This is an optimization exercise on Yosys and OpenROAD, whose aim is small area and a short achievable clock period, not a production implementation.
Where RTL was checked, it was by simulation tests only, not by an equivalence proof against the original.
The RTL of runs 6 to 8 was laid out without a check of its function.
Power is estimated from default activity; no workload was simulated.

<file path="flow/config.mk">
export PLATFORM = sky130hd
export DESIGN_NAME = awstm
export DESIGN_NICKNAME = awstm
export VERILOG_FILES = /design/flow/design.v
export SDC_FILE = /design/flow/constraint.sdc
export NUM_CORES = 4
export LEC_CHECK = 0
export CAP_MARGIN = 20
export CORE_MARGIN = 2
export CORE_UTILIZATION = 40
export PLACE_DENSITY = 0.6
export SETUP_SLACK_MARGIN = 1.5
export SLEW_MARGIN = 20
</file>
<file path="flow/constraint.sdc">
create_clock -name core_clock -period 6.0 [get_ports {clk}]
set_input_delay 1.2000 -clock core_clock [delete_from_list [all_inputs] [get_ports {clk}]]
set_output_delay 1.2000 -clock core_clock [all_outputs]
set_load 0.01 [all_outputs]
</file>
<file path="flow/design.v">
`timescale 1ns / 1ps
module awstm(
        pps,
        tevt,
        evt,
        rst_n,
        clk
    );
    input pps;
    input [31:0] tevt;
    output [31:0] evt;
    input rst_n;
    input clk;
    reg r_pps;
    reg r_pps_lock;
    reg [14:0] r_k;           
    reg [26:0] r_td;
    reg [16:0] r_awstm;
    reg [30:0] r_tmev_next;
    reg [17:0] r_set_tmev;    
    reg [10:0] r_tcor;
    reg [7:0]  r_tcor_max;    
    reg r_eq;                 
    reg r_wrap;               
    wire evt_pps = pps & ~r_pps;
    assign evt = {r_set_tmev[17], 14'd0, r_set_tmev[16:0]};
    wire        low_zero = ~|r_td[18:0];
    wire [6:0]  a = (r_td[25:19] ^ {7{r_td[26]}}) + {6'd0, r_td[26] & low_zero};
    wire [6:0]  t1;
    wire [6:0]  t2;
    assign t1[6] = a[6];
    assign t1[5:0] = a[6:1] | a[5:0];
    assign t2[6] = t1[6];
    assign t2[5:0] = t1[6:1] ^ t1[5:0];
    wire [7:0]  tcm_next = {~(t1[1] & t1[2]), t2[0], t2[1], t2[2], t2[3], t2[4], t2[5], t2[6]};
    wire tcor_ge = r_tcor[10:3] >= r_tcor_max;
    wire eq_next = ~tcor_ge & (&r_tcor[2:0]) & (r_tcor[10:3] + 8'd1 == tcm_next);
    wire k_to = r_k[14] & ~r_k[12] & ~r_k[9] & ~r_k[8] & ~r_k[7] & ~r_k[2] & ~r_k[1] & ~r_k[0];
    wire cor = ~r_wrap & r_eq;
    wire inc0 = r_eq & r_td[26];
    wire inc2 = r_eq & ~r_td[26];
    wire at_99998 = (&r_awstm[16:15]) & (&r_awstm[10:9]) & r_awstm[7] & (&r_awstm[4:1]);
    wire at_99997 = (&r_awstm[16:15]) & (&r_awstm[10:9]) & r_awstm[7] & (&r_awstm[4:2]) & r_awstm[0];
    wire wrap_next = ~r_wrap & ((at_99998 & ~inc0) | (at_99997 & inc2));
    wire [16:0] aws_next = r_wrap ? 17'd0 : (inc2 ? r_awstm + 17'd2 : (inc0 ? r_awstm : r_awstm + 17'd1));
    wire [26:0] td_pk = r_td + {{12{r_k[14]}}, r_k};
    wire [26:0] td_pm = r_td + {{26{~r_td[26]}}, 1'b1};
    wire [16:0] tm_l = r_tmev_next[16:0];
    wire        tm_hz = ~|r_tmev_next[30:17];
    wire        tm_ho = &r_tmev_next[30:17];
    wire        l_ones = &tm_l;
    wire [16:0] e = ~(tm_l ^ r_awstm);
    wire [16:0] q;
    assign q[16:0] = {e[16:1] ^ ~(r_awstm[15:0] | ~tm_l[15:0]), ~e[0]};
    wire        m_eq = tm_hz & (&e);
    wire        m_p1 = (&q) & (l_ones ? tm_ho : tm_hz);
    wire        match = m_eq | m_p1;
    wire        tm_gt = ~tm_hz | (tm_l > 17'd99999);
    wire [30:0] tm_sum = {tevt[30:17], 17'd0} + {14'd0, tm_l} + {14'd0, tevt[16:0]};
    wire [30:0] tm_sub = r_tmev_next - 31'd99999;
    wire [30:0] tm_keep = tm_gt ? tm_sub : r_tmev_next;
    always @(posedge clk or negedge rst_n) begin
        if (rst_n == 1'b0) begin
            r_pps <= 1'b0;
            r_pps_lock <= 1'b0;
            r_k <= 15'd9999;
            r_td <= 27'd0;
            r_tcor <= 11'd0;
            r_tcor_max <= 8'd128;
            r_eq <= 1'b0;
            r_wrap <= 1'b0;
            r_awstm <= 17'd0;
            r_tmev_next <= 31'd0;
            r_set_tmev <= 18'd0;
        end else begin
            r_pps <= pps;
            r_tcor_max <= tcm_next;
            r_tcor <= tcor_ge ? 11'd0 : r_tcor + 11'd1;
            r_eq <= eq_next;
            r_wrap <= wrap_next;
            if (evt_pps) begin
                r_pps_lock <= 1'b1;
                r_k <= 15'd9999;
            end else if (k_to) begin
                r_pps_lock <= 1'b0;
                r_k <= 15'd4999;
            end else begin
                r_k <= r_k - 15'd1;
            end
            if (cor)
                r_td <= td_pm;
            else if (evt_pps)
                r_td <= td_pk;
            r_awstm <= aws_next;
            if (match)
                r_set_tmev <= {r_pps_lock, r_awstm};
            r_tmev_next <= (match & ~tm_gt) ? tm_sum : tm_keep;
        end
    end
endmodule
</file>
<file path="flow/run.sh">
#!/bin/bash
# synth_recipe.tcl (not shown) runs the flow's synth.tcl, then flattens the netlist and writes it again
# the make line also repeats each setting of config.mk as NAME=value (left out here)
make -C /OpenROAD-flow-scripts/flow DESIGN_CONFIG=/design/flow/config.mk WORK_HOME=/design/flow/orfs CLKGATE_MAP_FILE= SYNTH_SCRIPT=/design/flow/synth_recipe.tcl finish
</file>
==> results of run 1 <==
[worst register-to-register path, cell delays in order (launching register included)]
cell and delay [ns]:
dfrtp_1 0.77, nand2b_2 0.48, nor2_4 0.14, a21o_1 0.22, fa_1 0.42, a21oi_1 0.26
o211ai_1 0.13, a221oi_1 0.54, a21oi_1 0.21, and3_1 0.31, or3_1 0.37, a21oi_1 0.18
xor2_1 0.16
[registers in the layout, indices dropped and copies added, names as in the netlist]
name and count:
r_tcor_max 8, r_eq 1, r_pps_lock 1, r_set_tmev 18, r_awstm 17, r_tmev_next 31, r_wrap 1, r_pps 1
r_td 27, r_k 15, r_tcor 11
[report_power, final]
group / total (mW) / switching, mW / leakage (nW) / internal [mW]
sequential: 1.41 / 0.297 / 1.58 / 1.12
combinational: 2.13 / 1.20 / 2.94 / 0.929
clock: 1.03 / 0.445 / 0.270 / 0.581
[layout by cell type, fill, tap and decap left out, drive strengths merged, types with 6 or more instances in the layout]
| cell | count |
|---|---|
| a31oi | 11 |
| dfrtp | 122 |
| clkdlybuf4s50 | 50 |
| and4 | 6 |
| o211ai | 8 |
| xor2 | 53 |
| nand2b | 10 |
| nor2b | 10 |
| nor4b | 6 |
| o21ai | 88 |
| dfstp | 9 |
| o31ai | 10 |
| ha | 77 |
| nand2 | 114 |
| nor2 | 104 |
| nor3 | 35 |
| conb | 14 |
| o21bai | 6 |
| or3 | 13 |
| nand4 | 24 |
| and2 | 7 |
| a21oi | 86 |
| nand3 | 37 |
| nor4 | 24 |
| o21a | 7 |
| a21o | 38 |
| xnor2 | 76 |
| a211oi | 7 |
| clkbuf | 17 |
| and3 | 9 |
| inv | 56 |
[metrics by stage]
step | instance area, sq um | hold slack, ns | instances | total power, mW
floorplan | 10060 | 0.4334 | 1199 | 3.029
global placement | 10730 | 0.4476 | 1519 | 3.490
CTS | 11300 | 0.4719 | 1551 | 4.584
detailed placement | 10730 | 0.4563 | 1519 | 3.527
global route | 11310 | 0.4799 | 1551 | 4.953
finish | 11310 | 0.4661 | 1551 | 4.565
[what timing repair did]
item / 4_1_cts / 5_1_grt
hold endpoints to repair: 0 / 0
setup endpoints to repair: 3 / 13
gates resized for setup: 1 / 3
[path summary, 6_finish.rpt]
path                        start       end  slack, ns  cells past startpoint
setup / recovery           r_wrap  r_td[26]       1.73                     12
hold / removal             r_k[0]    r_k[0]       0.47                      1
setup reg to reg           r_wrap  r_td[26]       1.73                     12
hold reg to reg            r_k[0]    r_k[0]       0.47                      1
max in group asynchronous   rst_n  r_td[26]       4.03                      2
min in group asynchronous   rst_n  r_td[10]       0.88                      1
[routing by layer]
metal | share of wire, % | up-vias
li1 | - | 4311
met1 | 51 | 4144
met2 | 44 | 180
met3 | 4.1 | 16
met4 | 0.87 | 0
met5 | 0 | -
[area by class of cell]
type	instances	area [sq um]
repair buffers	55	541.8
multi-input cells	960	6320
fillers	2390	13150
well taps	324	405.4
inverters	49	183.9
clock inverters	15	146.4
clock buffers	17	425.4
flip-flops and latches	131	3291
[logic make-up after synthesis]
logic type / count (synthesis) / synth area share (%)
compound gates: 311 / 19.70
xor+xnor: 129 / 11.28
flops: 131 / 32.85
buf+inv: 108 / 4.673
mux: 4 / 0.4248
fa+ha+maj: 80 / 10.12
simple gates: 422 / 20.91
other cells: 1 / 0.03745
==> flow_summary.toml, run 1 <==
[drt]
via_per_inst = 5.578
ant_nets = 0
drc = 0
firstDrtPassIters = 5
wl_per_cell_um = 16.23
drtIter0Drc = 540
wirelength_um = 25170
vias = 8651

[setup_path]
crit_fanout = 20
critPathRequiredTime_ns = 6.34
timing.critical_path.buf_inv = 0
cp.arrival_ns = 4.61
crit_family = "compound AO/OA/AOI/OAI gates"
cpPeakStageDelay_ns = 0.77
path_class = "flip-flop to flip-flop"
end_kind = "flip-flop"
slowest_stage = "dfrtp_1"
crit_path_start_kind = "flip-flop"
cp_common_cell = "a21oi_1"
path_cells = "nand2b_2 -> nor2_4 -> a21o_1 -> fa_1 -> a21oi_1 -> o211ai_1 -> a221oi_1 -> a21oi_1 -> and3_1 -> or3_1 -> a21oi_1 -> xor2_1"

[cells_and_area]
fin_util_pct = 46.25
area_delta_synth_final_pct = 12.97
antenna_cells = 0
fin_nets = 1328
layout-drive-gt1-share_pct = 5.705

[job]
cap_viol_max_count = 0

[sta]
rsz0062_at_grt = "yes"
fin_tns_setup_ns = 0
report.final.slew_viol_count = 0
final-setup-viol-count = 0
clock_skew_ns = 0.01644
period_share_pct = 71.22
fmax_mhz = 234.0
layout_min_cycle_time_ns = 4.273
relSlewSlack_pct = 40.50
hold_viol = 0
max_slew.worst_pin.slew_ns = 0.8926
setup_slack_ns = 1.727

[hold_path]
min_path_type = "flip-flop to flip-flop"

[logic_synthesis]
synth_area_leaders = "dfrtp_1 30%, ha_1 9.6%, xnor2_1 6.6%, xor2_1 4.6%, o21ai_0 4.3%"
synthMostInstantiatedCell = "dfrtp_1"
ys_warn_count = 1
syn-instance-count = 1186
yosys.area.top_type = "dfrtp_1"
yosysUniqueCellTypes = 73
netlist.area_leader.share_pct = 30.48
async_flop_share_pct = 100.0
ys.flop_type = "dfrtp_1"
yosysSeqAreaShare_pct = 32.85
synth_common_cells = "122 x dfrtp_1, 114 x nand2_1, 104 x nor2_1"
synth_seq_cells = 131
synth_edf_count = 0
synth.cell_area_sq_um = 10010
syn_avg_cell_area_sq_um = 8.444

[clock_tree]
postCtsSetupRepairBufs = 0
clock_sinks = 131
clk_latency_ns = 0.43
cts_root_buf = "clkbuf_16"
tritoncts = "yes"
cts_buffer_depth = 2
cts_inserted_buffers = 17
cts.htree.levels = 4
clkTransAtPathRegs_ns = 0.06
postCtsHoldBufs = 0

[global_routing]
grt-ovfl-total = 0
grt_use_met1_pct = 29.55
met3_usage_pct = 2.937
grt-busiest-layer = "met2"
grt_use_total_pct = 19.75
grt_use_met2_pct = 30.17
grt_pass1_vias = 8247
grt_pass1_wl_um = 42370
grt_max_degree = 95
antenna_found_initial = 0

[floorplan]
die_y_um = 162.2
ios = 67
dieWidth_um = 162.2
num_rows = 57
die_area_sq_um = 26320
start_util_pct = 40.94
core_sq_um = 24460

[power]
leakage_nw = 4.795
power.density_nw_per_um2 = 403.5
ir_drop_mv = 0.1918

[placed_design]
numPortBuffers = 51
gp_congestion = 0.8582
hpwlAfterDp_um = 18600
pre_cts_ws_ns = 1.380

[outcome]
status = "complete, no violations"
==> run 2: changes to the inputs <==
--- a/flow/config.mk
+++ b/flow/config.mk
@@ -9,5 +9,5 @@
 export CORE_MARGIN = 2
 export CORE_UTILIZATION = 40
 export PLACE_DENSITY = 0.6
-export SETUP_SLACK_MARGIN = 1.5
+export SETUP_SLACK_MARGIN = 2.5
 export SLEW_MARGIN = 20
==> flow_summary.toml, run 2 <==
[clock_tree]
clock_sinks = 131
postCtsHoldBufs = 0
cts_root_buf = "clkbuf_16"
cts.htree.levels = 4
clkTransAtPathRegs_ns = 0.07
cts_buffer_depth = 2
clk_latency_ns = 0.43
tritoncts = "yes"
cts_inserted_buffers = 17

[cells_and_area]
register_area_sq_um = 3298
largest_register = "r_tmev_next"
layout-drive-gt1-share_pct = 11.71
fill_cells = 2329
largest_reg_flops = 31
fin_nets = 1365
area_delta_synth_final_pct = 19.30
layout_commonest_cell = "dfrtp_1"
final_cell_mix = "119 x dfrtp_1, 113 x nand2_1, 102 x nor2_1, 84 x o21ai_0, 78 x a21oi_1"
fin_area_sq_um = 11950
top_regs = "r_tmev_next (31), r_td (27), r_set_tmev (18)"
final_cells = 1588
multi_input_area_sq_um = 6649
antenna_cells = 0

[logic_synthesis]
syn-instance-count = 1186
yosysSeqAreaShare_pct = 32.85
synth_edf_count = 0
yosys.area.top_type = "dfrtp_1"
synth_area_leaders = "dfrtp_1 30%, ha_1 9.6%, xnor2_1 6.6%, xor2_1 4.6%, o21ai_0 4.3%"
synth_seq_cells = 131
synth.cell_area_sq_um = 10010
synth_common_cells = "122 x dfrtp_1, 114 x nand2_1, 104 x nor2_1"
async_flop_share_pct = 100.0
yosysUniqueCellTypes = 73
ys.flop_type = "dfrtp_1"
syn_avg_cell_area_sq_um = 8.444
ys_warn_count = 1
netlist.area_leader.share_pct = 30.48
synthMostInstantiatedCell = "dfrtp_1"

[power]
leakage_nw = 5.027
comb_power_share_pct = 48.2
power.density_nw_per_um2 = 400.7
switchingPower_mw = 2.048
ir_drop_mv = 0.2353
switching_share_pct = 42.77
clock_power_share_pct = 21.8
pwr-share-seq_pct = 30.0
intPower_mw = 2.740

[global_routing]
grt-ovfl-total = 0
grt_use_met2_pct = 31.18
grt_use_met1_pct = 28.70
met3_usage_pct = 3.575
grt_max_degree = 90
antenna_found_initial = 0
grt_pass1_vias = 8355
grt_pass1_wl_um = 42550
grt_use_total_pct = 20.00
grt-busiest-layer = "met2"

[placed_design]
hpwlAfterDp_um = 18580
gp_congestion = 0.8546
numPortBuffers = 51
postPlaceCellArea_sq_um = 10750
dp_cells = 1520
pre_cts_ws_ns = 1.450

[floorplan]
start_util_pct = 40.94
dieWidth_um = 162.2
core_sq_um = 24460
num_rows = 57
die_area_sq_um = 26320
ios = 67
die_y_um = 162.2

[drt]
firstDrtPassIters = 5
via_per_inst = 5.550
vias = 8814
wl_per_cell_um = 16.35
drc = 0
ant_nets = 0
wirelength_um = 25960
drtIter0Drc = 559

[setup_path]
end_kind = "flip-flop"
crit_path_start_kind = "input pin"
reg2reg_slack_ns = 2.59
path_cells = "clkdlybuf4s50_1 -> ha_1 -> a21o_1 -> a21o_1 -> a211oi_1 -> o31a_1 -> o21ai_0 -> a2111oi_1 -> a211oi_1"
critPathRequiredTime_ns = 6.31
slowest_stage = "clkdlybuf4s50_1"
cpPeakStageDelay_ns = 0.43
path_class = "input pin to flip-flop"
cp.arrival_ns = 3.74
crit_fanout = 4

[sta]
report.final.slew_viol_count = 0
rsz0062_at_grt = "yes"
whs_ns = 0.4652
max_slew.worst_pin.slew_ns = 0.8982
clock_skew_ns = 0.01152
layout_min_cycle_time_ns = 3.438
relSlewSlack_pct = 40.12
hold_viol = 0
final-setup-viol-count = 0
fin_tns_setup_ns = 0
setup_slack_ns = 2.562
period_share_pct = 57.31
fmax_mhz = 290.8

[outcome]
status = "complete, no violations"

[hold_path]
min_path_type = "flip-flop to flip-flop"

[job]
cap_viol_max_count = 0
==> run 2: cell counts after synthesis <==
Identical to the previous run, type by type.
==> run 2: final timing paths <==
path | end | cells past startpoint | start
worst max-delay path | r_tmev_next[21] | 9 | tevt[1]
worst min-delay path | r_k[0] | 1 | r_k[0]
worst max register to register | r_td[26] | 12 | r_wrap
worst min register to register | r_k[0] | 1 | r_k[0]
max in group asynchronous | r_tmev_next[6] | 2 | rst_n
min in group asynchronous | r_tcor[10] | 1 | rst_n
==> run 2: metal layers <==
layer,wire [um],vias up
met2,11880,214
met4,352,0
met5,0,-
li1,-,4382
met1,12420,4190
met3,1315,28
==> run 2: repair_timing <==
action                     4_1_cts  5_1_grt
setup endpoints to repair       50       38
cloned                           1        1
gates resized for setup         35       33
buffers inserted                14       20
pin swaps                       10       25
==> run 2: per-stage QoR <==
stage	total power, mW	util, %
5_1_grt	5.163	48.84
2_1_floorplan	3.035	-
3_3_place_gp	3.514	43.93
3_5_place_dp	3.539	43.93
6_report	4.787	48.84
4_1_cts	4.679	47.53
==> run 2: cell families after synthesis <==
logic type               count (synthesis)  share of synthesized area [%]
AO/OA/AOI/OAI                          311                          19.70
XOR/XNOR                               129                          11.28
buffers and inverters                  108                          4.673
adder cells (fa/ha/maj)                 80                          10.12
other                                    1                        0.03745
AND/OR/NAND/NOR                        422                          20.91
flip-flops                             131                          32.85
multiplexers                             4                         0.4248
==> run 2: area by class of cell <==
class	instances	area share (%)
repair buffers	90	6.891
clock inverters	15	1.340
well taps	324	3.393
multi-input cells	962	55.65
flip-flops and latches	131	27.60
clock buffers	17	3.561
inverters	49	1.560
==> run 2: power by group through the flow <==
stage	clock network (mW)	logic [mW]	registers (mW)
after floorplan	0	1.72	1.32
after global placement	0	2.09	1.42
after detailed placement	0	2.12	1.42
after CTS	1.06	2.19	1.43
after global routing	1.11	2.58	1.47
final	1.04	2.31	1.44
==> run 2: critical path: cells and delay by family <==
kind,cells,cell delay [ns]
adders and majority gates,1,0.31
AOI/OAI and AO/OA,7,1.81
buffers and inverters,1,0.43
==> run 3: changes to the inputs <==
--- a/flow/config.mk
+++ b/flow/config.mk
@@ -9,5 +9,5 @@
 export CORE_MARGIN = 2
 export CORE_UTILIZATION = 40
 export PLACE_DENSITY = 0.6
-export SETUP_SLACK_MARGIN = 2.5
+export SETUP_SLACK_MARGIN = 3.0
 export SLEW_MARGIN = 20
==> flow_summary.toml, run 3 <==
[logic_synthesis]
syn_avg_cell_area_sq_um = 8.444
yosysSeqAreaShare_pct = 32.85
synth_area_leaders = "dfrtp_1 30%, ha_1 9.6%, xnor2_1 6.6%, xor2_1 4.6%, o21ai_0 4.3%"
ys.flop_type = "dfrtp_1"
yosys.area.top_type = "dfrtp_1"
async_flop_share_pct = 100.0
syn-instance-count = 1186
yosysUniqueCellTypes = 73
ys_warn_count = 1
synth.cell_area_sq_um = 10010
synth_edf_count = 0
synthMostInstantiatedCell = "dfrtp_1"
synth_common_cells = "122 x dfrtp_1, 114 x nand2_1, 104 x nor2_1"
netlist.area_leader.share_pct = 30.48
synth_seq_cells = 131

[clock_tree]
cts.htree.levels = 4
tritoncts = "yes"
clk_latency_ns = 0.42
clkTransAtPathRegs_ns = 0.07
cts_root_buf = "clkbuf_16"
clock_sinks = 131
cts_inserted_buffers = 17
cts_buffer_depth = 2

[cells_and_area]
largest_register = "r_tmev_next"
fin_util_pct = 53.82
layout-drive-gt1-share_pct = 22.34
layout_commonest_cell = "dfrtp_1"
top_regs = "r_tmev_next (31), r_td (27), r_set_tmev (18)"
area_delta_synth_final_pct = 31.47
register_area_sq_um = 3302
final_cells = 1640
largest_reg_flops = 31
fin_nets = 1417
fill_cells = 2147
antenna_cells = 0
multi_input_area_sq_um = 7343
final_cell_mix = "114 x dfrtp_1, 110 x nand2_1, 99 x nor2_1, 81 x buf_4, 77 x o21ai_0"

[floorplan]
start_util_pct = 40.94
core_sq_um = 24460
dieWidth_um = 162.2
num_rows = 57
die_area_sq_um = 26320
ios = 67
die_y_um = 162.2

[drt]
wl_per_cell_um = 17.00
firstDrtPassIters = 7
drtIter0Drc = 608
ant_nets = 0
vias = 9177
wirelength_um = 27880
drc = 0
via_per_inst = 5.596

[setup_path]
r2r-start = "r_td[4]"
r2r_end = "r_eq"
path_cells = "nor4_2 -> nand3_1 -> nor2_2 -> ha_4 -> ha_4 -> or4b_4 -> a22oi_2 -> xor2_2 -> nand2_1 -> a2bb2o_4 -> mux2_4 -> a2bb2oi_2 -> nor4_2"
slowest_stage = "or4b_4"
crit_path_start_kind = "flip-flop"
end_kind = "flip-flop"
timing.critical_path.buf_inv = 0
critPathRequiredTime_ns = 6.29
cpPeakStageDelay_ns = 0.46
crit_start = "r_td[4]"
path_class = "flip-flop to flip-flop"
reg2regPathDepth = 13
crit_fanout = 3
worst-path-stages = 13
crit_family = "simple AND/OR/NAND/NOR gates"
cp.arrival_ns = 3.45
critPathCapture = "r_eq"
reg2reg_slack_ns = 2.84

[outcome]
status = "complete, no violations"

[sta]
final-setup-viol-count = 0
fin_tns_setup_ns = 0
layout_min_cycle_time_ns = 3.157
relSlewSlack_pct = 49.36
max_slew.worst_pin.slew_ns = 0.7597
hold_viol = 0
period_share_pct = 52.62
clock_skew_ns = 0.01020
rsz0062_at_grt = "yes"
fmax_mhz = 316.7
report.final.slew_viol_count = 0
whs_ns = 0.4680

[power]
intPower_mw = 3.087
ir_drop_mv = 0.3003
comb_power_share_pct = 52.1
clock_power_share_pct = 20.6
switchingPower_mw = 2.282
switching_share_pct = 42.50
leakage_nw = 5.495
power.density_nw_per_um2 = 407.8
pwr-share-seq_pct = 27.4

[placed_design]
numPortBuffers = 51
gp_congestion = 0.9055
hpwlAfterDp_um = 18370
dp_cells = 1522

[global_routing]
grt_pass1_vias = 8934
grt_pass1_wl_um = 44890
antenna_found_initial = 0
grt_use_total_pct = 21.01
grt_max_degree = 79
grt-ovfl-total = 0

[hold_path]
min_path_type = "flip-flop to flip-flop"

[job]
cap_viol_max_count = 0
[run 3: cell counts after synthesis]
Identical to the previous run, type by type.
[run 3: kinds of logic (layout without fill, tap and decap cells)]
family                     after synthesis  in the layout  share of synthesized area, %
xor gates and xnor gates               129            129                         11.28
DFF                                    131            131                         32.85
other                                    1             14                       0.03745
adders and majority gates               80             80                         10.12
and+or+nand+nor                        422            422                         20.91
muxes                                    4              4                        0.4248
AOI/OAI and AO/OA                      311            312                         19.70
buffers and inverters                  108            224                         4.673
[run 3: how the worst min path moves through the flow]
stage	end	cells after the start	slack (ns)	start
2_1_floorplan	r_k[0]	1	0.43	r_k[0]
3_3_place_gp	r_k[0]	1	0.45	r_k[0]
3_5_place_dp	r_k[0]	1	0.45	r_k[0]
4_1_cts	r_k[0]	1	0.47	r_k[0]
5_1_grt	r_k[0]	1	0.48	r_k[0]
6_report	r_k[0]	1	0.47	r_k[0]
[run 3: final cells by class]
type	count	area share, %
clock inverter	15	1.463
sequential	131	25.08
inverter	49	1.435
clock buffer	17	3.231
tap	324	3.079
timing repair buffer	143	9.940
multi-input combinational	961	55.77
[run 3: stage by stage]
step	power (mW)	area (sq um)	setup slack, ns
global route	5.757	13170	2.694
floorplan	3.108	10340	2.831
detailed placement	3.619	10960	1.988
CTS	5.126	12580	2.885
global placement	3.585	10960	2.028
finish	5.369	13170	2.843
[run 3: per-layer routing]
layer / track usage, % / up-vias / part of all wire, %
met4: 5.913 / 0 / 2.1
met1: 27.97 / 4412 / 46
li1: - / 4478 / -
met3: 3.703 / 57 / 4.3
met5: 0 / - / 0
met2: 35.16 / 230 / 48
[run 3: what timing repair did]
action                     CTS  global route
hold buffers                 0             0
buffers inserted            62            20
gates resized for setup    112            84
setup endpoints to repair   53            44
pin swaps                   54            48
hold endpoints to repair     0             0
gates cloned                 1             3
[run 3: power groups by stage]
stage,Combinational [mW],Sequential [mW],Clock [mW]
after global routing,3.09,1.50,1.16
after global placement,2.15,1.44,0
after detailed placement,2.18,1.44,0
after CTS,2.55,1.45,1.13
final,2.79,1.47,1.11
after floorplan,1.78,1.32,0
==> run 4: changes to the inputs <==
--- a/flow/config.mk
+++ b/flow/config.mk
@@ -8,6 +8,7 @@
 export CAP_MARGIN = 20
 export CORE_MARGIN = 2
 export CORE_UTILIZATION = 40
+export CTS_BUF_LIST = sky130_fd_sc_hd__clkbuf_8
 export PLACE_DENSITY = 0.6
-export SETUP_SLACK_MARGIN = 3.0
+export SETUP_SLACK_MARGIN = 2.5
 export SLEW_MARGIN = 20
==> flow_summary.toml, run 4 <==
[placed_design]
numPortBuffers = 51
gp_congestion = 0.8546
pre_cts_ws_ns = 1.450
hpwlAfterDp_um = 18580
dp_cells = 1520
postPlaceCellArea_sq_um = 10750

[logic_synthesis]
synth_seq_cells = 131
synth_common_cells = "122 x dfrtp_1, 114 x nand2_1, 104 x nor2_1"
synthMostInstantiatedCell = "dfrtp_1"
ys_warn_count = 1
syn_avg_cell_area_sq_um = 8.444
synth.cell_area_sq_um = 10010
netlist.area_leader.share_pct = 30.48
syn-instance-count = 1186
async_flop_share_pct = 100.0
yosysSeqAreaShare_pct = 32.85
yosysUniqueCellTypes = 73
synth_area_leaders = "dfrtp_1 30%, ha_1 9.6%, xnor2_1 6.6%, xor2_1 4.6%, o21ai_0 4.3%"
yosys.area.top_type = "dfrtp_1"
ys.flop_type = "dfrtp_1"
synth_edf_count = 0

[setup_path]
path_class = "flip-flop to flip-flop"
critPathRequiredTime_ns = 6.31
crit_path_start_kind = "flip-flop"
end_kind = "flip-flop"
crit_fanout = 7
cp.arrival_ns = 3.73

[sta]
relSlewSlack_pct = 40.51
setup_slack_ns = 2.576
max_slew.worst_pin.slew_ns = 0.8923
fin_tns_setup_ns = 0
hold_viol = 0
whs_ns = 0.4718
fmax_mhz = 292.1
rsz0062_at_grt = "yes"
final-setup-viol-count = 0
layout_min_cycle_time_ns = 3.424
report.final.slew_viol_count = 0
period_share_pct = 57.06
clock_skew_ns = 0.01756

[outcome]
status = "complete, no violations"

[clock_tree]
cts_root_buf = "clkbuf_8"
tritoncts = "yes"
cts.htree.levels = 4
clock_sinks = 131
postCtsHoldBufs = 0
clk_latency_ns = 0.46
clkTransAtPathRegs_ns = 0.09
cts_inserted_buffers = 17
cts_buffer_depth = 2

[drt]
vias = 8768
drtIter0Drc = 588
via_per_inst = 5.528
firstDrtPassIters = 5
drc = 0
wirelength_um = 25720
wl_per_cell_um = 16.21
ant_nets = 0

[cells_and_area]
top_regs = "r_tmev_next (31), r_td (27), r_set_tmev (18)"
final_cell_mix = "118 x dfrtp_1, 113 x nand2_1, 102 x nor2_1, 85 x o21ai_0, 78 x a21oi_1"
layout_commonest_cell = "dfrtp_1"
multi_input_area_sq_um = 6615
antenna_cells = 0
largest_reg_flops = 31
fill_cells = 2368
fin_area_sq_um = 11710
area_delta_synth_final_pct = 16.89
final_cells = 1586
fin_nets = 1363
register_area_sq_um = 3299
layout-drive-gt1-share_pct = 11.57
largest_register = "r_tmev_next"

[floorplan]
ios = 67
die_y_um = 162.2
start_util_pct = 40.94
die_area_sq_um = 26320
core_sq_um = 24460
dieWidth_um = 162.2
num_rows = 57

[power]
leakage_nw = 4.924
power.density_nw_per_um2 = 381.8
ir_drop_mv = 0.2009

[global_routing]
met3_usage_pct = 3.396
grt_use_met2_pct = 31.14
grt_max_degree = 90
grt-ovfl-total = 0
antenna_found_initial = 0
grt_use_total_pct = 19.95
grt_use_met1_pct = 28.85
grt_pass1_vias = 8351
grt_pass1_wl_um = 42550
grt-busiest-layer = "met2"

[job]
cap_viol_max_count = 0

[hold_path]
min_path_type = "flip-flop to flip-flop"
[run 4: cell types whose count changed in the layout (fill, tap and decap cells not counted), moves of 7 or more]
cell / change
buf_4: -46
ha_1: +26
ha_4: -23
clkbuf_16: -20
clkdlybuf4s50_1: +19
clkbuf_8: +17
a21oi_1: +16
dlygate4sd2_1: -10
a21oi_2: -9
o21ai_0: +8
a21oi_4: -7
[run 4: layer usage]
metal  share of wire (%)  vias up
met3                 4.0       18
met2                  46      184
met1                  49     4187
met4                 1.1        0
li1                    -     4379
met5                   0        -
[run 4: cell type report]
class                   count  area share, %
multi-input cells         962          56.51
well taps                 324          3.463
repair buffers             88          6.883
clock inverters            15          1.368
flip-flops and latches    131          28.19
inverters                  49          1.593
clock buffers              17          1.999
[run 4: cells by family (layout without fill, tap and decap cells)]
family,count (synthesis),in the layout,synth area share (%)
AOI/OAI and AO/OA,311,312,19.70
xor gates and xnor gates,129,129,11.28
muxes,4,4,0.4248
buffers and inverters,108,169,4.673
and+or+nand+nor,422,423,20.91
adders and majority gates,80,80,10.12
DFF,131,131,32.85
other,1,14,0.03745
[run 4: what timing repair did]
action	4_1_cts	5_1_grt
setup buffers	13	19
endpoints found under the setup margin	50	36
resized for setup	32	31
cloned	1	1
pin swaps	9	20
[run 4: path summary, 6_finish.rpt]
check / slack [ns] / end / startpoint / depth (start not counted)
min in group asynchronous: 0.81 / r_tcor[10] / rst_n / 1
worst max-delay path: 2.58 / r_eq / r_td[8] / 13
max in group asynchronous: 4.09 / r_awstm[14] / rst_n / 2
worst max register to register: 2.58 / r_eq / r_td[8] / 13
worst min-delay path: 0.47 / r_k[0] / r_k[0] / 1
worst min register to register: 0.47 / r_k[0] / r_k[0] / 1
[run 4: worst max-delay path: stages (launching register included)]
cell,delay [ns]
dfrtp_1,0.42
nor4_4,0.34
nand3_2,0.15
nor2_4,0.15
ha_4,0.18
ha_4,0.17
or4b_2,0.60
a22oi_2,0.21
xor2_2,0.19
nand2_1,0.09
a2bb2o_1,0.28
mux2_2,0.27
a2bb2oi_2,0.14
nor4_2,0.07
[run 4: stage by stage]
| step | power (mW) | utilization (%) |
|---|---|---|
| after global routing | 4.846 | 47.85 |
| final | 4.470 | 47.85 |
| after global placement | 3.514 | 43.93 |
| after CTS | 4.388 | 46.72 |
| after detailed placement | 3.539 | 43.93 |
| after floorplan | 3.035 | - |
[run 4: where the power goes]
| part | internal, mW | switching [mW] |
|---|---|---|
| sequential | 1.11 | 0.317 |
| clock | 0.348 | 0.413 |
| combinational | 1.02 | 1.26 |
==> run 5: changes to the inputs <==
==> flow/flow/run.sh (new file) <==
#!/bin/bash
# Standard ORFS layout; the only change is the cell used to buffer the ports.
set -euo pipefail
bash standard.sh finish "BUFFER_PORTS_ARGS=-buffer_cell sky130_fd_sc_hd__buf_1" > make_finish.log 2>&1
==> flow/standard.sh (new file) <==
#!/bin/bash
# synth_recipe.tcl (not shown) runs the flow's synth.tcl, then flattens the netlist and writes it again
# the make line also repeats each setting of config.mk as NAME=value (left out here)
make -C /OpenROAD-flow-scripts/flow DESIGN_CONFIG=/design/flow/config.mk WORK_HOME=/design/flow/orfs CLKGATE_MAP_FILE= SYNTH_SCRIPT=/design/flow/synth_recipe.tcl "${@:-finish}"
removed: flow/run.sh
==> flow_summary.toml, run 5 <==
[outcome]
status = "complete, no violations"

[global_routing]
grt_pass1_wl_um = 42050
grt_pass1_vias = 8282
grt-ovfl-total = 0
grt_use_total_pct = 19.68
antenna_found_initial = 0
grt_max_degree = 51

[logic_synthesis]
synth.cell_area_sq_um = 10010
netlist.area_leader.share_pct = 30.48
synth_edf_count = 0
syn_avg_cell_area_sq_um = 8.444
yosysSeqAreaShare_pct = 32.85
ys.flop_type = "dfrtp_1"
synth_area_leaders = "dfrtp_1 30%, ha_1 9.6%, xnor2_1 6.6%, xor2_1 4.6%, o21ai_0 4.3%"
yosysUniqueCellTypes = 73
synthMostInstantiatedCell = "dfrtp_1"
syn-instance-count = 1186
synth_common_cells = "122 x dfrtp_1, 114 x nand2_1, 104 x nor2_1"
yosys.area.top_type = "dfrtp_1"
async_flop_share_pct = 100.0
synth_seq_cells = 131
ys_warn_count = 1

[setup_path]
cpPeakStageDelay_ns = 0.46
timing.critical_path.buf_inv = 1
slowest_stage = "dfrtp_4"
cp_common_cell = "a21oi_1"
path_cells = "nand2b_4 -> buf_6 -> nand2_1 -> ha_1 -> fa_1 -> a21oi_2 -> o211ai_1 -> a221oi_2 -> a21oi_1 -> and3_1 -> or3_1 -> a21oi_1 -> xor2_1"
reg2regPathDepth = 13
cp.arrival_ns = 3.78
path_class = "flip-flop to flip-flop"
crit_path_start_kind = "flip-flop"
crit_family = "compound AO/OA/AOI/OAI gates"
end_kind = "flip-flop"
worst-path-stages = 13
critPathRequiredTime_ns = 6.37
crit_fanout = 18

[floorplan]
dieWidth_um = 162.2
ios = 67
die_area_sq_um = 26320
start_util_pct = 40.94
num_rows = 57
core_sq_um = 24460
die_y_um = 162.2

[clock_tree]
postCtsHoldBufs = 0
cts_inserted_buffers = 17
cts_buffer_depth = 2
clock_sinks = 131
clk_latency_ns = 0.45
tritoncts = "yes"
cts.htree.levels = 4
clkTransAtPathRegs_ns = 0.09
cts_root_buf = "clkbuf_8"

[placed_design]
gp_congestion = 0.8837
postPlaceCellArea_sq_um = 10450
hpwlAfterDp_um = 18350
numPortBuffers = 51

[cells_and_area]
antenna_cells = 0
layout-drive-gt1-share_pct = 9.672
top_regs = "r_tmev_next (31), r_td (27), r_set_tmev (18)"
fin_area_sq_um = 11220
largest_register = "r_tmev_next"
fill_cells = 2378
final_cell_mix = "118 x dfrtp_1, 113 x nand2_1, 102 x nor2_1, 87 x o21ai_0, 82 x a21oi_1"
area_delta_synth_final_pct = 12.06
register_area_sq_um = 3299
multi_input_area_sq_um = 6509
layout_commonest_cell = "dfrtp_1"
largest_reg_flops = 31
fin_nets = 1352

[sta]
layout_min_cycle_time_ns = 3.413
final-setup-viol-count = 0
fin_tns_setup_ns = 0
hold_viol = 0
period_share_pct = 56.88
max_slew.worst_pin.slew_ns = 0.7717
clock_skew_ns = 0.01969
rsz0062_at_grt = "yes"
relSlewSlack_pct = 48.31
fmax_mhz = 293.0
report.final.slew_viol_count = 0

[drt]
vias = 8658
ant_nets = 0
drtIter0Drc = 564
wirelength_um = 25590
firstDrtPassIters = 6
drc = 0
wl_per_cell_um = 16.24
via_per_inst = 5.497

[power]
switching_share_pct = 43.76
clock_power_share_pct = 18.4
switchingPower_mw = 1.946
intPower_mw = 2.501
ir_drop_mv = 0.2455
leakage_nw = 4.738
comb_power_share_pct = 49.0
power.density_nw_per_um2 = 396.3
pwr-share-seq_pct = 32.6

[hold_path]
min_path_type = "flip-flop to flip-flop"
holdPathStages = 1

[job]
cap_viol_max_count = 0
-- run 5: through the flow --
stage / utilization [%] / total power [mW] / hold slack (ns) / setup slack, ns / instances
floorplan: - / 3.035 / 0.4334 / 2.447 / 1199
global placement: 42.70 / 3.495 / 0.4463 / 1.756 / 1522
detailed placement: 42.70 / 3.520 / 0.4496 / 1.710 / 1522
CTS: 44.92 / 4.397 / 0.4726 / 2.381 / 1560
global route: 45.87 / 4.813 / 0.4832 / 2.341 / 1575
finish: 45.87 / 4.447 / 0.4656 / 2.587 / 1575
-- run 5: cells by family (layout without fill, tap and decap cells) --
kind of cell	count (synthesis)	after routing	synth area share, %
flip-flops	131	131	32.85
AND/OR/NAND/NOR	422	422	20.91
AO/OA/AOI/OAI	311	312	19.70
buffers and inverters	108	159	4.673
XOR/XNOR	129	129	11.28
other	1	14	0.03745
adder cells (fa/ha/maj)	80	80	10.12
multiplexers	4	4	0.4248
-- run 5: worst paths after layout --
| path | start | endpoint | slack [ns] |
|---|---|---|---|
| hold / removal | r_k[0] | r_k[0] | 0.47 |
| min in group asynchronous | rst_n | r_td[22] | 0.83 |
| hold reg to reg | r_k[0] | r_k[0] | 0.47 |
| setup / recovery | r_wrap | r_td[26] | 2.59 |
| max in group asynchronous | rst_n | r_wrap | 4.06 |
| setup reg to reg | r_wrap | r_td[26] | 2.59 |
-- run 5: area by class of cell --
cell class | instances | area share, %
Sequential cell | 131 | 29.40
Timing Repair Buffer | 78 | 3.579
Clock buffer | 18 | 2.208
Multi-Input combinational cell | 961 | 58.00
Tap cell | 324 | 3.612
Inverter | 49 | 1.639
Clock inverter | 14 | 1.561
-- run 5: power groups by stage --
| stage | sequential [mW] | clock [mW] | combinational (mW) |
|---|---|---|---|
| after floorplan | 1.32 | 0 | 1.72 |
| after global placement | 1.43 | 0 | 2.06 |
| after detailed placement | 1.43 | 0 | 2.09 |
| after CTS | 1.42 | 0.846 | 2.13 |
| after global routing | 1.48 | 0.877 | 2.45 |
| final | 1.45 | 0.819 | 2.18 |
-- run 5: repair_timing --
action,in CTS,in global routing
buffers inserted,5,15
setup endpoints to repair,35,26
gates resized for setup,17,22
gates cloned,1,0
pin swaps,3,9
-- run 5: routing by layer --
metal  wire [um]  GRT usage, %  share of wire, %  vias to the layer above
met5           0             0                 0                        -
met4         319         4.706               1.2                        0
met3        1115         3.626               4.4                       22
met2       11870         31.51                46                      171
met1       12280         27.61                48                     4114
li1            -             -                 -                     4351
==> run 6: changes to the inputs <==
--- a/flow/design.v
+++ b/flow/design.v
@@ -43,8 +43,12 @@
     wire at_99997 = (&r_awstm[16:15]) & (&r_awstm[10:9]) & r_awstm[7] & (&r_awstm[4:2]) & r_awstm[0];
     wire wrap_next = ~r_wrap & ((at_99998 & ~inc0) | (at_99997 & inc2));
     wire [16:0] aws_next = r_wrap ? 17'd0 : (inc2 ? r_awstm + 17'd2 : (inc0 ? r_awstm : r_awstm + 17'd1));
-    wire [26:0] td_pk = r_td + {{12{r_k[14]}}, r_k};
-    wire [26:0] td_pm = r_td + {{26{~r_td[26]}}, 1'b1};
+    wire [14:0] td_o = cor ? {{14{~r_td[26]}}, 1'b1} : ({15{evt_pps}} & r_k);
+    wire [15:0] td_lo = {1'b0, r_td[14:0]} + {1'b0, td_o};
+    wire [11:0] td_hi_p = r_td[26:15] + 12'd1;
+    wire [11:0] td_hi_m = r_td[26:15] - 12'd1;
+    wire [11:0] td_hi = (td_o[14] == td_lo[15]) ? r_td[26:15] : (td_lo[15] ? td_hi_p : td_hi_m);
+    wire [26:0] td_nx = {td_hi, td_lo[14:0]};
     wire [16:0] tm_l = r_tmev_next[16:0];
     wire        tm_hz = ~|r_tmev_next[30:17];
     wire        tm_ho = &r_tmev_next[30:17];
@@ -56,7 +60,7 @@
     wire        m_p1 = (&q) & (l_ones ? tm_ho : tm_hz);
     wire        match = m_eq | m_p1;
     wire        tm_gt = ~tm_hz | (tm_l > 17'd99999);
-    wire [30:0] tm_sum = {tevt[30:17], 17'd0} + {14'd0, tm_l} + {14'd0, tevt[16:0]};
+    wire [30:0] tm_sum = tevt[30:0] + {14'd0, tm_l};
     wire [30:0] tm_sub = r_tmev_next - 31'd99999;
     wire [30:0] tm_keep = tm_gt ? tm_sub : r_tmev_next;
     always @(posedge clk or negedge rst_n) begin
@@ -87,10 +91,7 @@
             end else begin
                 r_k <= r_k - 15'd1;
             end
-            if (cor)
-                r_td <= td_pm;
-            else if (evt_pps)
-                r_td <= td_pk;
+            r_td <= td_nx;
             r_awstm <= aws_next;
             if (match)
                 r_set_tmev <= {r_pps_lock, r_awstm};
==> flow_summary.toml, run 6 <==
[cells_and_area]
fin_nets = 1255
fin_area_sq_um = 11060
area_delta_synth_final_pct = 16.55
largest_reg_flops = 31
layout-drive-gt1-share_pct = 13.95
fin_util_pct = 47.24
layout_commonest_cell = "dfrtp_1"
top_regs = "r_tmev_next (31), r_td (27), r_set_tmev (18)"
final_cell_mix = "120 x dfrtp_1, 97 x nor2_1, 93 x nand2_1, 93 x xnor2_1, 62 x ha_1"
final_cells = 1473
fill_cells = 2266
largest_register = "r_tmev_next"
antenna_cells = 0

[drt]
drtIter0Drc = 380
wirelength_um = 22090
ant_nets = 0
firstDrtPassIters = 5
drc = 0
vias = 7856
wl_per_cell_um = 15.00
via_per_inst = 5.333

[setup_path]
crit_path_start_kind = "input pin"
cpPeakStageDelay_ns = 0.50
path_class = "input pin to flip-flop"
path_cells = "buf_8 -> nand2b_4 -> nor2_4 -> buf_6 -> a21o_1 -> ha_2 -> a21o_1 -> o41a_1 -> a221oi_4 -> o21a_4 -> ha_4 -> nor2b_4 -> o21ai_4 -> a21oi_2 -> or4_4 -> o311ai_4 -> buf_4 -> xor2_1 -> o21ai_1"
cp_common_cell = "a21o_1"
cp.arrival_ns = 4.56
crit_family = "compound AO/OA/AOI/OAI gates"
slowest_stage = "or4_4"
critPathRequiredTime_ns = 6.33
crit_fanout = 8
end_kind = "flip-flop"
timing.critical_path.buf_inv = 3

[sta]
rsz0062_at_grt = "yes"
report.final.slew_viol_count = 0
final-setup-viol-count = 0
setup_slack_ns = 1.774
fin_tns_setup_ns = 0
period_share_pct = 70.43
hold_viol = 0
max_slew.worst_pin.slew_ns = 0.9674
fmax_mhz = 236.6
relSlewSlack_pct = 35.50
layout_min_cycle_time_ns = 4.226
clock_skew_ns = 0.01381

[power]
power.density_nw_per_um2 = 477.4
leakage_nw = 4.725
ir_drop_mv = 0.1785

[floorplan]
start_util_pct = 40.53
core_sq_um = 23400
die_y_um = 158.0
die_area_sq_um = 24960
ios = 67
dieWidth_um = 158.0
num_rows = 56

[logic_synthesis]
yosys.area.top_type = "dfrtp_1"
ys_warn_count = 1
synth_common_cells = "122 x dfrtp_1, 104 x nor2_1, 95 x nand2_1"
synth_edf_count = 0
yosysSeqAreaShare_pct = 34.68
synth_area_leaders = "dfrtp_1 32%, ha_1 10%, xnor2_1 8.7%, nor2_1 4.1%, nand2_1 3.8%"
netlist.area_leader.share_pct = 32.19
synth.cell_area_sq_um = 9485
ys.flop_type = "dfrtp_1"
syn-instance-count = 1067
async_flop_share_pct = 100.0
synthMostInstantiatedCell = "dfrtp_1"
yosysUniqueCellTypes = 78
syn_avg_cell_area_sq_um = 8.890
synth_seq_cells = 131

[clock_tree]
clock_sinks = 131
cts_buffer_depth = 2
cts.htree.levels = 4
cts_root_buf = "clkbuf_8"
tritoncts = "yes"
clk_latency_ns = 0.45
clkTransAtPathRegs_ns = 0.07
cts_inserted_buffers = 17

[global_routing]
grt-ovfl-total = 0
grt_pass1_wl_um = 36720
grt_use_total_pct = 18.31
grt_max_degree = 60
grt_pass1_vias = 7411
antenna_found_initial = 0

[outcome]
status = "complete, no violations"

[placed_design]
numPortBuffers = 51
gp_congestion = 0.8656
hpwlAfterDp_um = 16040
pre_cts_ws_ns = 0.6290
dp_cells = 1410
postPlaceCellArea_sq_um = 10020

[hold_path]
min_path_type = "flip-flop to flip-flop"

[job]
cap_viol_max_count = 0
[run 6: area by class of cell]
cell class	instances	area [sq um]	area share, %
Clock buffer	18	247.7	2.241
Sequential cell	131	3292	29.78
Inverter	47	176.4	1.596
Timing Repair Buffer	87	554.3	5.014
Clock inverter	14	148.9	1.347
Tap cell	319	399.1	3.610
Multi-Input combinational cell	857	6237	56.42
[run 6: kinds of logic (layout without fill, tap and decap cells)]
logic type / count (synthesis) / count (layout) / share of synthesized area, %
DFF: 131 / 131 / 34.68
and+or+nand+nor: 374 / 374 / 19.39
other: 1 / 14 / 0.03953
xor gates and xnor gates: 125 / 125 / 11.70
buffers and inverters: 93 / 166 / 4.881
adders and majority gates: 81 / 81 / 10.88
AOI/OAI and AO/OA: 253 / 254 / 17.43
muxes: 9 / 9 / 1.002
[run 6: what timing repair did]
item	in CTS	in global routing
setup buffers	22	7
hold buffers	0	0
pin swaps	31	25
gates resized for setup	45	36
endpoints found under the setup margin	15	32
gates cloned	1	1
[run 6: worst register-to-register path: cells and delay by family, from the launching register on]
kind | cells | cell delay (ns)
flops | 1 | 0.57
buf+inv | 2 | 0.29
xor+xnor | 1 | 0.14
compound gates | 9 | 1.69
simple gates | 4 | 0.93
fa+ha+maj | 2 | 0.38
[run 6: final timing paths]
| kind | from | to | slack (ns) | cells past startpoint |
|---|---|---|---|---|
| max | pps | r_td[23] | 1.77 | 19 |
| min | r_k[0] | r_k[0] | 0.47 | 1 |
| max reg2reg | r_wrap | r_td[23] | 1.89 | 18 |
| min reg2reg | r_k[0] | r_k[0] | 0.47 | 1 |
| max in group asynchronous | rst_n | r_eq | 3.84 | 2 |
| min in group asynchronous | rst_n | r_tcor_max[6] | 0.87 | 1 |
[run 6: report_power, final]
part	total [mW]	switching (mW)	internal (mW)
Sequential	1.52	0.367	1.15
Clock	0.759	0.346	0.413
Combinational	3.00	1.53	1.47
[run 6: through the flow]
step / hold slack [ns] / power, mW
2_1_floorplan: 0.4356 / 3.591
3_3_place_gp: 0.4534 / 4.063
3_5_place_dp: 0.4528 / 4.113
4_1_cts: 0.4722 / 5.121
5_1_grt: 0.4951 / 5.771
6_report: 0.4686 / 5.278
[run 6: routing by layer]
layer | GRT usage (%) | routed length [um]
met4 | 4.333 | 244
met1 | 26.33 | 10990
met2 | 28.90 | 10030
met5 | 0 | 0
met3 | 2.902 | 815
==> run 7: changes to the inputs <==
--- a/flow/design.v
+++ b/flow/design.v
@@ -34,7 +34,8 @@
     assign t2[5:0] = t1[6:1] ^ t1[5:0];
     wire [7:0]  tcm_next = {~(t1[1] & t1[2]), t2[0], t2[1], t2[2], t2[3], t2[4], t2[5], t2[6]};
     wire tcor_ge = r_tcor[10:3] >= r_tcor_max;
-    wire eq_next = ~tcor_ge & (&r_tcor[2:0]) & (r_tcor[10:3] + 8'd1 == tcm_next);
+    wire [10:0] tcor_next = tcor_ge ? 11'd0 : r_tcor + 11'd1;
+    wire eq_next = (tcor_next == {tcm_next, 3'd0});
     wire k_to = r_k[14] & ~r_k[12] & ~r_k[9] & ~r_k[8] & ~r_k[7] & ~r_k[2] & ~r_k[1] & ~r_k[0];
     wire cor = ~r_wrap & r_eq;
     wire inc0 = r_eq & r_td[26];
@@ -43,7 +44,7 @@
     wire at_99997 = (&r_awstm[16:15]) & (&r_awstm[10:9]) & r_awstm[7] & (&r_awstm[4:2]) & r_awstm[0];
     wire wrap_next = ~r_wrap & ((at_99998 & ~inc0) | (at_99997 & inc2));
     wire [16:0] aws_next = r_wrap ? 17'd0 : (inc2 ? r_awstm + 17'd2 : (inc0 ? r_awstm : r_awstm + 17'd1));
-    wire [14:0] td_o = cor ? {{14{~r_td[26]}}, 1'b1} : ({15{evt_pps}} & r_k);
+    wire [14:0] td_o = cor ? {{14{~r_td[26]}}, 1'b1} : r_k;
     wire [15:0] td_lo = {1'b0, r_td[14:0]} + {1'b0, td_o};
     wire [11:0] td_hi_p = r_td[26:15] + 12'd1;
     wire [11:0] td_hi_m = r_td[26:15] - 12'd1;
@@ -79,7 +80,7 @@
         end else begin
             r_pps <= pps;
             r_tcor_max <= tcm_next;
-            r_tcor <= tcor_ge ? 11'd0 : r_tcor + 11'd1;
+            r_tcor <= tcor_next;
             r_eq <= eq_next;
             r_wrap <= wrap_next;
             if (evt_pps) begin
@@ -91,7 +92,8 @@
             end else begin
                 r_k <= r_k - 15'd1;
             end
-            r_td <= td_nx;
+            if (cor | evt_pps)
+                r_td <= td_nx;
             r_awstm <= aws_next;
             if (match)
                 r_set_tmev <= {r_pps_lock, r_awstm};
==> flow_summary.toml, run 7 <==
[cells_and_area]
largest_reg_flops = 31
area_delta_synth_final_pct = 18.22
register_area_sq_um = 3291
top_regs = "r_tmev_next (31), r_td (27), r_set_tmev (18)"
layout-drive-gt1-share_pct = 16.00
fill_cells = 2234
final_cell_mix = "121 x dfrtp_1, 101 x nand2_1, 98 x nor2_1, 67 x a21oi_1, 63 x o21ai_0"
layout_commonest_cell = "dfrtp_1"
largest_register = "r_tmev_next"
antenna_cells = 0
multi_input_area_sq_um = 6415
fin_nets = 1305

[logic_synthesis]
synthMostInstantiatedCell = "dfrtp_1"
synth.cell_area_sq_um = 9657
ys.flop_type = "dfrtp_1"
yosysSeqAreaShare_pct = 34.06
ys_warn_count = 1
synth_seq_cells = 131
syn_avg_cell_area_sq_um = 8.731
synth_edf_count = 0
syn-instance-count = 1106
synth_common_cells = "122 x dfrtp_1, 102 x nand2_1, 102 x nor2_1"
yosys.area.top_type = "dfrtp_1"
netlist.area_leader.share_pct = 31.61
yosysUniqueCellTypes = 79
async_flop_share_pct = 100.0
synth_area_leaders = "dfrtp_1 32%, ha_1 9.6%, xor2_1 5.6%, xnor2_1 5.4%, nand2_1 4.0%"

[drt]
drtIter0Drc = 520
firstDrtPassIters = 5
vias = 8104
drc = 0
ant_nets = 0
wirelength_um = 23370
wl_per_cell_um = 15.33
via_per_inst = 5.314

[hold_path]
holdPathStages = 1
hold_end = "r_k[0]"
hp-start = "r_k[0]"
min_path_type = "flip-flop to flip-flop"

[setup_path]
cpPeakStageDelay_ns = 0.41
path_cells = "nand2b_4 -> buf_4 -> buf_4 -> a21o_1 -> ha_1 -> a21o_1 -> a21o_1 -> a21oi_2 -> o21ai_2 -> a311oi_4 -> inv_1 -> fa_2 -> nor2b_4 -> o21ai_2 -> a21boi_2 -> o21ai_2 -> a211oi_2 -> o21ai_1 -> nor3b_1 -> o41ai_1"
reg2regPathDepth = 20
crit_path_start_kind = "flip-flop"
crit_family = "compound AO/OA/AOI/OAI gates"
worst-path-stages = 20
cp.arrival_ns = 4.49
end_kind = "flip-flop"
path_class = "flip-flop to flip-flop"
crit_fanout = 7
slowest_stage = "dfrtp_1"
r2r_end = "r_td[25]"
timing.critical_path.buf_inv = 3
r2r-start = "r_wrap"
reg2reg_slack_ns = 1.85
critPathRequiredTime_ns = 6.34

[sta]
whs_ns = 0.4623
fin_tns_setup_ns = 0
clock_skew_ns = 0.01413
rsz0062_at_grt = "yes"
report.final.slew_viol_count = 0
layout_min_cycle_time_ns = 4.147
max_slew.worst_pin.slew_ns = 0.9029
period_share_pct = 69.11
fmax_mhz = 241.2
final-setup-viol-count = 0
relSlewSlack_pct = 39.59
hold_viol = 0

[placed_design]
gp_congestion = 0.8689
hpwlAfterDp_um = 16740
numPortBuffers = 51

[outcome]
status = "complete, no violations"

[floorplan]
num_rows = 56
dieWidth_um = 159.4
die_area_sq_um = 25400
start_util_pct = 40.90
ios = 67
core_sq_um = 23610
die_y_um = 159.4

[clock_tree]
tritoncts = "yes"
cts_inserted_buffers = 17
cts.htree.levels = 4
cts_buffer_depth = 2
clock_sinks = 131
clkTransAtPathRegs_ns = 0.08
clk_latency_ns = 0.45
cts_root_buf = "clkbuf_8"

[global_routing]
grt_pass1_wl_um = 39380
grt_use_total_pct = 18.75
antenna_found_initial = 0
grt_pass1_vias = 7903
grt_max_degree = 53
grt-ovfl-total = 0

[power]
leakage_nw = 4.867
ir_drop_mv = 0.2302
power.density_nw_per_um2 = 546.9

[job]
cap_viol_max_count = 0
## run 7: cell types whose count changed after synthesis, sizes merged, moves of 9 or more
cell,delta
inv,+9
a21oi,+15
xnor2,-34
clkbuf,+13
nand3,+9
xor2,+31
## run 7: layout make-up
class                   count  share of cell area [%]
well taps                 319                   3.496
inverters                  56                   1.841
clock buffers              18                   2.170
clock inverters            14                   1.633
multi-input cells         881                   56.19
flip-flops and latches    131                   28.83
repair buffers            106                   5.842
## run 7: timing repair
| item | in CTS | in global routing |
|---|---|---|
| pin swaps | 29 | 14 |
| gates resized for setup | 49 | 32 |
| hold buffers | 0 | 0 |
| setup buffers | 37 | 9 |
| endpoints found under the setup margin | 19 | 23 |
## run 7: worst register-to-register path, cell delays in order, from the launching register on
cell      delay, ns
dfrtp_1        0.41
nand2b_4       0.21
buf_4          0.17
buf_4          0.15
a21o_1         0.18
ha_1           0.20
a21o_1         0.17
a21o_1         0.18
a21oi_2        0.16
o21ai_2        0.11
a311oi_4       0.29
inv_1          0.10
fa_2           0.38
nor2b_4        0.13
o21ai_2        0.07
a21boi_2       0.20
o21ai_2        0.10
a211oi_2       0.22
o21ai_1        0.13
nor3b_1        0.15
o41ai_1        0.33
## run 7: routing by layer
| layer | wire length, um | part of all wire, % | global-route usage, % | vias up |
|---|---|---|---|---|
| li1 | - | - | - | 4080 |
| met1 | 11710 | 50 | 26.55 | 3853 |
| met2 | 10600 | 45 | 29.74 | 149 |
| met3 | 767 | 3.3 | 3.178 | 22 |
| met4 | 301 | 1.3 | 4.835 | 0 |
| met5 | 0 | 0 | 0 | - |
## run 7: power breakdown
group	switching [mW]	leakage [nW]	total (mW)	internal [mW]
registers	0.428	1.60	1.59	1.16
clock network	0.374	0.218	0.836	0.462
logic	1.95	3.05	3.82	1.87
total	2.76	4.87	6.24	3.49
## run 7: through the flow
step | util (%) | instance area, sq um | setup WS, ns | cells | power [mW]
final | 48.35 | 11420 | 1.853 | 1525 | 6.243
after global routing | 48.35 | 11420 | 1.641 | 1525 | 6.792
after CTS | 47.35 | 11180 | 1.954 | 1516 | 5.939
after detailed placement | 43.21 | 10200 | 1.033 | 1447 | 4.632
after global placement | 43.21 | 10200 | 1.125 | 1447 | 4.580
after floorplan | - | 9839 | 1.686 | 1119 | 4.009
## run 7: how the worst max path moves through the flow
stage                          end  startpoint
after global placement    r_td[25]        r_eq
after floorplan           r_td[25]      r_wrap
after CTS                 r_td[25]      r_wrap
after detailed placement  r_td[25]        r_eq
final                     r_td[25]      r_wrap
after global routing      r_td[25]      r_wrap
## run 7: logic make-up (layout without fill, tap and decap cells)
| kind of cell | after synthesis | count (layout) | synth area share [%] |
|---|---|---|---|
| simple gates | 387 | 387 | 19.82 |
| compound gates | 265 | 265 | 17.97 |
| flops | 131 | 131 | 34.06 |
| xor+xnor | 122 | 122 | 11.14 |
| buf+inv | 107 | 194 | 4.962 |
| fa+ha+maj | 78 | 78 | 10.31 |
| mux | 15 | 15 | 1.684 |
| other cells | 1 | 14 | 0.03883 |
==> run 8: changes to the inputs <==
--- a/flow/design.v
+++ b/flow/design.v
@@ -61,9 +61,11 @@
     wire        m_p1 = (&q) & (l_ones ? tm_ho : tm_hz);
     wire        match = m_eq | m_p1;
     wire        tm_gt = ~tm_hz | (tm_l > 17'd99999);
-    wire [30:0] tm_sum = tevt[30:0] + {14'd0, tm_l};
-    wire [30:0] tm_sub = r_tmev_next - 31'd99999;
-    wire [30:0] tm_keep = tm_gt ? tm_sub : r_tmev_next;
+    wire [17:0] tm_sl = {1'b0, tm_l} + {1'b0, tm_gt ? 17'd31073 : tevt[16:0]};
+    wire [13:0] tm_h = r_tmev_next[30:17];
+    wire [13:0] tm_hi = tm_sl[17] ? (tm_gt ? tm_h : tevt[30:17] + 14'd1)
+                                  : (tm_gt ? tm_h - 14'd1 : tevt[30:17]);
+    wire        tm_upd = tm_gt | match;
     always @(posedge clk or negedge rst_n) begin
         if (rst_n == 1'b0) begin
             r_pps <= 1'b0;
@@ -97,7 +99,8 @@
             r_awstm <= aws_next;
             if (match)
                 r_set_tmev <= {r_pps_lock, r_awstm};
-            r_tmev_next <= (match & ~tm_gt) ? tm_sum : tm_keep;
+            if (tm_upd)
+                r_tmev_next <= {tm_hi, tm_sl[16:0]};
         end
     end
 endmodule
==> flow_summary.toml, run 8 <==
[sta]
period_share_pct = 65.92
rsz0062_at_grt = "yes"
fin_tns_setup_ns = 0
hold_viol = 0
clock_skew_ns = 0.01423
layout_min_cycle_time_ns = 3.955
report.final.slew_viol_count = 0
max_slew.worst_pin.slew_ns = 1.017
fmax_mhz = 252.8
final-setup-viol-count = 0
relSlewSlack_pct = 32.13

[setup_path]
cp.arrival_ns = 4.31
end_kind = "flip-flop"
crit_path_start_kind = "flip-flop"
path_class = "flip-flop to flip-flop"
critPathRequiredTime_ns = 6.36
reg2regPathDepth = 18
crit_fanout = 9

[power]
intPower_mw = 2.776
clock_power_share_pct = 17.4
comb_power_share_pct = 54.7
switchingPower_mw = 1.912
p_total_mw = 4.689
power.density_nw_per_um2 = 385.3
leakage_nw = 5.107
switching_share_pct = 40.79
pwr-share-seq_pct = 27.8
ir_drop_mv = 0.2012

[placed_design]
numPortBuffers = 51
postPlaceCellArea_sq_um = 10070
hpwlAfterDp_um = 15680
gp_congestion = 0.8564

[logic_synthesis]
synthSimpleGateAreaFrac_pct = 19.17
ys_warn_count = 1
synth_area_leaders = "dfrtp_1 33%, ha_1 10%, xnor2_1 6.7%, mux2_2 3.6%, nand2_1 3.6%"
synth_seq_cells = 131
synth-xor-area-share_pct = 10.07
synth.cell_area_sq_um = 9392
syn_avg_cell_area_sq_um = 9.048
synth_mux_area_share_pct = 4.023
synthAdderAreaFrac_pct = 10.90
syn-instance-count = 1038
synthMostInstantiatedCell = "dfrtp_1"
yosysSeqAreaShare_pct = 35.03
netlist.area_leader.share_pct = 32.51
yosys.area.top_type = "dfrtp_1"
async_flop_share_pct = 100.0
synth_compound_area_share_pct = 16.35
yosysUniqueCellTypes = 64
synth_top_family_by_area = "simple AND/OR/NAND/NOR gates"
ys.flop_type = "dfrtp_1"
synth_edf_count = 0
synth_common_cells = "122 x dfrtp_1, 89 x nand2_1, 83 x nor2_1"

[cells_and_area]
largest_register = "r_tmev_next"
final_cell_mix = "118 x dfrtp_1, 78 x nand2_1, 76 x nor2_1, 70 x xnor2_1, 66 x buf_4"
antenna_cells = 0
fin_nets = 1288
largest_reg_flops = 31
multi_input_area_sq_um = 6753
top_regs = "r_tmev_next (31), r_td (27), r_set_tmev (18)"
layout_commonest_cell = "dfrtp_1"
fill_cells = 2088
area_delta_synth_final_pct = 29.58
register_area_sq_um = 3294
fin_area_sq_um = 12170
layout-drive-gt1-share_pct = 26.14

[drt]
vias = 8143
ant_nets = 0
wl_per_cell_um = 15.85
wirelength_um = 23860
firstDrtPassIters = 5
drc = 0
drtIter0Drc = 471
via_per_inst = 5.411

[floorplan]
start_util_pct = 40.37
die_y_um = 157.2
core_sq_um = 23260
die_area_sq_um = 24720
num_rows = 56
dieWidth_um = 157.2
ios = 67

[hold_path]
holdPathStages = 1
min_path_type = "flip-flop to flip-flop"

[global_routing]
grt_use_total_pct = 19.44
antenna_found_initial = 0
grt_max_degree = 51
grt_pass1_wl_um = 38810
grt_pass1_vias = 7806
grt-ovfl-total = 0

[clock_tree]
cts_buffer_depth = 2
clock_sinks = 131
cts.htree.levels = 4
cts_root_buf = "clkbuf_8"
clkTransAtPathRegs_ns = 0.08
postCtsHoldBufs = 0
cts_inserted_buffers = 17
clk_latency_ns = 0.46
tritoncts = "yes"

[outcome]
status = "complete, no violations"

[job]
cap_viol_max_count = 0
==> run 8: cell count changes after synthesis, sizes merged, moves of 13 or more <==
| cell | previous run | this run |
|---|---|---|
| a21oi | 75 | 49 |
| o21ai | 73 | 47 |
| xor2 | 62 | 36 |
| mux2 | 10 | 30 |
| nor2 | 103 | 83 |
| nand3 | 37 | 23 |
| nand2 | 102 | 89 |
==> run 8: cell type report <==
class / count / share of cell area [%]
Multi-Input combinational cell: 825 / 55.49
Sequential cell: 131 / 27.07
Timing Repair Buffer: 147 / 9.017
Tap cell: 319 / 3.280
Clock buffer: 18 / 2.036
Inverter: 50 / 1.604
Clock inverter: 14 / 1.450
Timing Repair inverter: 1 / 0.05141
==> run 8: repair_timing <==
item                       in CTS  in global routing
cloned                          6                  0
resized for setup             106                 87
setup buffers                  56                 27
pin swaps                      58                 36
setup endpoints to repair      35                 34
==> run 8: logic make-up (layout without fill, tap and decap cells) <==
kind of cell,after synthesis,in the layout
fa+ha+maj,80,80
other cells,1,14
simple gates,359,360
compound gates,229,229
buf+inv,96,230
flops,131,131
mux,34,34
xor+xnor,108,108
==> run 8: power groups by stage <==
| stage | Sequential [mW] | Combinational [mW] | Clock, mW |
|---|---|---|---|
| 2_1_floorplan | 1.23 | 1.77 | 0 |
| 3_3_place_gp | 1.30 | 2.05 | 0 |
| 3_5_place_dp | 1.31 | 2.09 | 0 |
| 4_1_cts | 1.29 | 2.33 | 0.842 |
| 5_1_grt | 1.34 | 2.87 | 0.869 |
| 6_report | 1.30 | 2.57 | 0.817 |
==> run 8: metal layers <==
layer	vias to the layer above	wire length [um]	track usage (%)
met5	-	0	0
met4	0	548	7.619
met1	3961	11340	27.28
met3	42	795	2.946
li1	3970	-	-
met2	170	11180	30.15
==> run 8: path summary, 6_finish.rpt <==
check                                  end            start  slack, ns
max in group asynchronous             r_eq            rst_n       4.13
min                                 r_k[0]           r_k[0]       0.47
max reg2reg                r_tmev_next[23]  r_tmev_next[25]       2.04
min in group asynchronous         r_td[11]            rst_n       0.78
max                        r_tmev_next[23]  r_tmev_next[25]       2.04
min reg2reg                         r_k[0]           r_k[0]       0.47
==> run 8: critical path: stages (launching register included) <==
cell and delay (ns):
dfrtp_2 0.42, or4_4 0.54, and4bb_2 0.39, o21a_4 0.22
buf_6 0.11, buf_6 0.09, buf_12 0.11, and2_4 0.14
ha_4 0.20, a21o_1 0.17, a221o_1 0.36, nand2_2 0.13
nand3_4 0.10, a21oi_2 0.15, buf_6 0.14, a21oi_4 0.04
buf_12 0.14, buf_8 0.14, o31ai_1 0.25
==> run 8: per-stage QoR <==
step                      hold WS, ns  worst slack (ns)  utilization (%)  std cells
final                          0.4655             2.045            52.31       1505
after global routing           0.4878             1.895            52.31       1505
after CTS                      0.4709             2.074            49.42       1478
after detailed placement       0.4498             1.249            43.27       1384
after global placement         0.4433             1.304            43.27       1384
after floorplan                0.4323             2.065                -       1051

-- what the ideal ports hide --
The results above use ideal ports. As a check the final layouts listed here were re-extracted and re-timed, cells and wires unchanged.
Step 1 sets driving cells, clkbuf_16 on the clock port and buf_2 on the other inputs (assumed; they add their load-dependent delay and slew).
Step 2 adds t to the input delays and takes it off the output delays; t is the mean of the earliest and latest rising clock arrival at the registers after step 1. Input paths then give back, and output paths get back, about the clock's delay inside the block.
Slacks: no drivers / after step 1 / after step 2; pairs: no drivers / after step 1.
run | t, ns | setup slack, ns | worst data-port slew with drivers (ns)
run 1 | 0.467 | 1.727 / 1.727 / 1.684 | 0.04
run 2 | 0.472 | 2.562 / 2.583 / 2.111 | 0.04
run 3 | 0.469 | 2.843 / 2.843 / 2.544 | 0.05
run 4 | 0.489 | 2.576 / 2.576 / 2.111 | 0.04
run 5 | 0.487 | 2.587 / 2.587 / 2.250 | 0.04
run 6 | 0.486 | 1.774 / 1.762 / 1.276 | 0.05
run 7 | 0.483 | 1.853 / 1.853 / 1.853 | 0.06
run 8 | 0.493 | 2.045 / 2.045 / 2.045 | 0.04
After both steps every run listed still meets setup and hold. For run 6, which loses most, drivers alone change the setup slack by -0.012 ns; drivers and shift together by -0.498 ns.
